Background: an optimization exercise with open tools, aiming at small area and a short achievable clock period. Do not read the settings as production practice.
RTL that was checked went through simulation tests only; none was proved equivalent to the original.
Power is estimated from default activity; no workload was simulated.

old:
// sparc_exu_alu
module sparc_exu_alu
(
   alu_byp_rd_data_e, exu_ifu_brpc_e, exu_lsu_ldst_va_e,
   exu_lsu_early_va_e, exu_mmu_early_va_e, alu_ecl_add_n64_e,
   alu_ecl_add_n32_e, alu_ecl_log_n64_e, alu_ecl_log_n32_e,
   alu_ecl_zhigh_e, alu_ecl_zlow_e, exu_ifu_regz_e,
   alu_ecl_adderin2_63_e, alu_ecl_adderin2_31_e,
   alu_ecl_adder_out_63_e, alu_ecl_cout32_e, alu_ecl_cout64_e_l,
   alu_ecl_mem_addr_invalid_e_l,
   cen, rclk, byp_alu_rs1_data_e, byp_alu_rs2_data_e_l,
   byp_alu_rs3_data_e, byp_alu_rcc_data_e, ecl_alu_cin_e,
   ifu_exu_invert_d, ecl_alu_log_sel_and_e, ecl_alu_log_sel_or_e,
   ecl_alu_log_sel_xor_e, ecl_alu_log_sel_move_e,
   ecl_alu_out_sel_sum_e_l, ecl_alu_out_sel_rs3_e_l,
   ecl_alu_out_sel_shift_e_l, ecl_alu_out_sel_logic_e_l,
   shft_alu_shift_out_e, ecl_alu_sethi_inst_e, ifu_lsu_casa_e
   );
   input cen;
   input rclk;
   input [63:0] byp_alu_rs1_data_e;
   input [63:0] byp_alu_rs2_data_e_l;
   input [63:0] byp_alu_rs3_data_e;
   input [63:0] byp_alu_rcc_data_e;
   input        ecl_alu_cin_e;
   input        ifu_exu_invert_d;
   input        ecl_alu_log_sel_and_e;
   input        ecl_alu_log_sel_or_e;
   input        ecl_alu_log_sel_xor_e;
   input        ecl_alu_log_sel_move_e;
   input        ecl_alu_out_sel_sum_e_l;
   input        ecl_alu_out_sel_rs3_e_l;
   input        ecl_alu_out_sel_shift_e_l;
   input        ecl_alu_out_sel_logic_e_l;
  ...
Size in the first run: roughly 1300 cells after synthesis, roughly 520 I/O pins.
==> flow/config.mk <==
export PLATFORM = sky130hd
export DESIGN_NAME = sparc_exu_alu
export DESIGN_NICKNAME = sparc_exu_alu
export VERILOG_FILES = /design/flow/design.v
export SDC_FILE = /design/flow/constraint.sdc
export NUM_CORES = 4
export LEC_CHECK = 0
export CAP_MARGIN = 20
export CORE_MARGIN = 2
export CORE_UTILIZATION = 40
export CTS_BUF_LIST = sky130_fd_sc_hd__clkbuf_8
export CTS_CLUSTER_DIAMETER = 100
export CTS_CLUSTER_SIZE = 30
export SETUP_SLACK_MARGIN = 2.85
export SLEW_MARGIN = 20
export SYNTH_HIERARCHICAL = 1
==> flow/constraint.sdc <==
create_clock -name core_clock -period 9.0 [get_ports {rclk}]
set_input_delay 1.8000 -clock core_clock [delete_from_list [all_inputs] [get_ports {rclk}]]
set_output_delay 1.8000 -clock core_clock [all_outputs]
set_load 0.01 [all_outputs]
standard.sh (not shown) runs the stock make flow with config.mk's settings and CLKGATE_MAP_FILE= SYNTH_SCRIPT=/design/flow/synth_recipe.tcl, a recipe that flattens the netlist after the stock synthesis.
==> flow/flow/run.sh <==
#!/bin/bash
# The standard layout (standard.sh) with two changes:
#  - the smallest buffer (buf_1) on every port;
#  - synthesis maps with ABC script flow/abc.script (in a copy of ORFS's
#    scripts folder, where it replaces abc_speed.script).
# Extra ORFS settings: 'CTS_ARGS=-sink_clustering_enable -repair_clock_nets -sink_clustering_size 30 -sink_clustering_max_diameter 100 -buf_list sky130_fd_sc_hd__clkbuf_8 -dont_use_dummy_load'
# Each ORFS step writes its full log under orfs/logs/; make's output goes to
# standard_flow.log.
set -euo pipefail
rm -rf scripts_abc
cp -r "$FLOW_HOME/scripts" scripts_abc
cp flow/abc.script scripts_abc/abc_speed.script
export BUFFER_PORTS_ARGS="-buffer_cell sky130_fd_sc_hd__buf_1"
bash standard.sh SCRIPTS_DIR="$PWD/scripts_abc" 'CTS_ARGS=-sink_clustering_enable -repair_clock_nets -sink_clustering_size 30 -sink_clustering_max_diameter 100 -buf_list sky130_fd_sc_hd__clkbuf_8 -dont_use_dummy_load' finish > standard_flow.log 2>&1
==> flow/flow/abc.script <==
&get -n
&st
&syn2
&dch -f
&nf -p -R 10
&put
topo
stime -c
dnsize -c
The inputs of new differ from those of old as listed below.
-- flow/design.v --
<<< old, line 61
   alu_bx bx (.rs2_l(byp_alu_rs2_data_e_l), .inv(invert_e), .b(b));
   wire [63:0] p, gn, tn;
   alu_pgen pgen (.a(a), .b(b), .p(p));
   alu_gt gtgen (.a(a), .b(b), .gn(gn), .tn(tn));
   wire [63:0] g = ~gn, t = ~tn;
>>> new, line 61
   alu_bx bx (.rs2_l(byp_alu_rs2_data_e_l), .inv(invert_e), .b(b));
   wire [63:0] p, gn, tn;
   alu_pgen pgen (.gn(gn), .tn(tn), .p(p));
   alu_gt gtgen (.a(a), .b(b), .gn(gn), .tn(tn));
   wire [63:0] g = ~gn, t = ~tn;
<<< old, line 75
   wire s_mhi = ecl_alu_log_sel_move_e & ~ecl_alu_sethi_inst_e;
   wire o_lg = ~ecl_alu_out_sel_logic_e_l;
   wire [63:0] gk, mk;
   alu_lterm lterm (.gn(gn), .rs2_l(byp_alu_rs2_data_e_l), .kgn(~(s_g & o_lg)),
                    .kmn_lo(~(s_mlo & o_lg)), .kmn_hi(~(s_mhi & o_lg)), .gk(gk), .mk(mk));
   alu_rdmux rdmux (.sum_q(sum_q), .rs3(byp_alu_rs3_data_e), .sh(shft_alu_shift_out_e),
                    .p(p), .gk(gk), .mk(mk), .sel_sum(~ecl_alu_out_sel_sum_e_l),
                    .sel_rs3(~ecl_alu_out_sel_rs3_e_l), .sel_sh(~ecl_alu_out_sel_shift_e_l),
                    .kp(s_p & o_lg), .rd(alu_byp_rd_data_e));
>>> new, line 75
   wire s_mhi = ecl_alu_log_sel_move_e & ~ecl_alu_sethi_inst_e;
   wire o_lg = ~ecl_alu_out_sel_logic_e_l;
   wire [63:0] lk;
   alu_lterm lterm (.gn(gn), .rs2_l(byp_alu_rs2_data_e_l), .kgn(~(s_g & o_lg)),
                    .kmn_lo(~(s_mlo & o_lg)), .kmn_hi(~(s_mhi & o_lg)), .lk(lk));
   alu_rdmux rdmux (.sum_q(sum_q), .rs3(byp_alu_rs3_data_e), .sh(shft_alu_shift_out_e),
                    .p(p), .lk(lk), .sel_sum(~ecl_alu_out_sel_sum_e_l),
                    .sel_rs3(~ecl_alu_out_sel_rs3_e_l), .sel_sh(~ecl_alu_out_sel_shift_e_l),
                    .kp(s_p & o_lg), .rd(alu_byp_rd_data_e));
<<< old, line 120
   assign b = ~rs2_l ^ {64{inv}};
endmodule
module alu_pgen (a, b, p);
   input [63:0] a, b;
   output [63:0] p;
   assign p = a ^ b;
endmodule
module alu_gt (a, b, gn, tn);
>>> new, line 120
   assign b = ~rs2_l ^ {64{inv}};
endmodule
module alu_pgen (gn, tn, p);
   input [63:0] gn, tn;
   output [63:0] p;
   assign p = gn & ~tn;
endmodule
module alu_gt (a, b, gn, tn);
<<< old, line 148
                  (rs2 & {{32{s_mhi}}, {32{s_mlo}}}));
endmodule
module alu_lterm (gn, rs2_l, kgn, kmn_lo, kmn_hi, gk, mk);
   input [63:0] gn, rs2_l;
   input kgn, kmn_lo, kmn_hi;
   output [63:0] gk, mk;
   assign gk = ~(gn | {64{kgn}});
   assign mk = ~(rs2_l | {{32{kmn_hi}}, {32{kmn_lo}}});
endmodule
module alu_rdmux (sum_q, rs3, sh, p, gk, mk, sel_sum, sel_rs3, sel_sh, kp, rd);
   input [63:0] sum_q, rs3, sh, p, gk, mk;
   input sel_sum, sel_rs3, sel_sh, kp;
   output [63:0] rd;
   wire [63:0] y0n = ~((sum_q & {64{sel_sum}}) | (rs3 & {64{sel_rs3}}) | (sh & {64{sel_sh}}));
   wire [63:0] y1n = ~((p & {64{kp}}) | gk | mk);
   assign rd = ~(y0n & y1n);
endmodule
>>> new, line 148
                  (rs2 & {{32{s_mhi}}, {32{s_mlo}}}));
endmodule
module alu_lterm (gn, rs2_l, kgn, kmn_lo, kmn_hi, lk);
   input [63:0] gn, rs2_l;
   input kgn, kmn_lo, kmn_hi;
   output [63:0] lk;
   assign lk = ~((gn | {64{kgn}}) & (rs2_l | {{32{kmn_hi}}, {32{kmn_lo}}}));
endmodule
module alu_rdmux (sum_q, rs3, sh, p, lk, sel_sum, sel_rs3, sel_sh, kp, rd);
   input [63:0] sum_q, rs3, sh, p, lk;
   input sel_sum, sel_rs3, sel_sh, kp;
   output [63:0] rd;
   wire [63:0] y0n = ~((sum_q & {64{sel_sum}}) | (rs3 & {64{sel_rs3}}) | (sh & {64{sel_sh}}));
   wire [63:0] y1n = ~((p & {64{kp}}) | lk);
   assign rd = ~(y0n & y1n);
endmodule
## What came out
According to the power report, total power for new is lower than for old.
Post-CTS repair timing setup buffer count delta for new relative to old: 1 lower
Compared new vs old, and path length in cells of the critical path is down in new.
Cmp new and old / worst path buffer plus inverter count / lower: new
When new is set beside old, its synthesized cell count turns out to be 64 smaller.
Comparing new and old, the higher global-route wire length before repair is on old.
Clock network fraction of total power on new is up relative to old.
new: worst setup slack higher than old
For old, only the layout was checked, not whether the RTL still works.

[port drivers added, routing unchanged]
No port has a modelled driver above. Below, the same layouts with a new extraction and two added sets of constraints.
Step 1 sets driving cells, clkbuf_16 on the clock port and buf_2 on the other inputs (assumed; they add their load-dependent delay and slew).
Step 2 times the ports against the registers' clock, not the clock port: input delays grow and output delays shrink by t, the midpoint of the rising clock arrivals with the driver on.
Three values: ideal ports, drivers, drivers and shift; two values: the first two.
| run | t (ns) | setup slack, ns | clock arrival spread, ns |
|---|---|---|---|
| old | 0.414 | 2.956 / 2.931 / 2.931 | 0.022 / 0.022 |
| new | 0.408 | 3.017 / 2.996 / 2.996 | 0.012 / 0.012 |
After both steps every run listed still meets setup and hold. The setup slack of old, which loses most, moves by -0.025 ns with the drivers and by -0.025 ns with both steps.
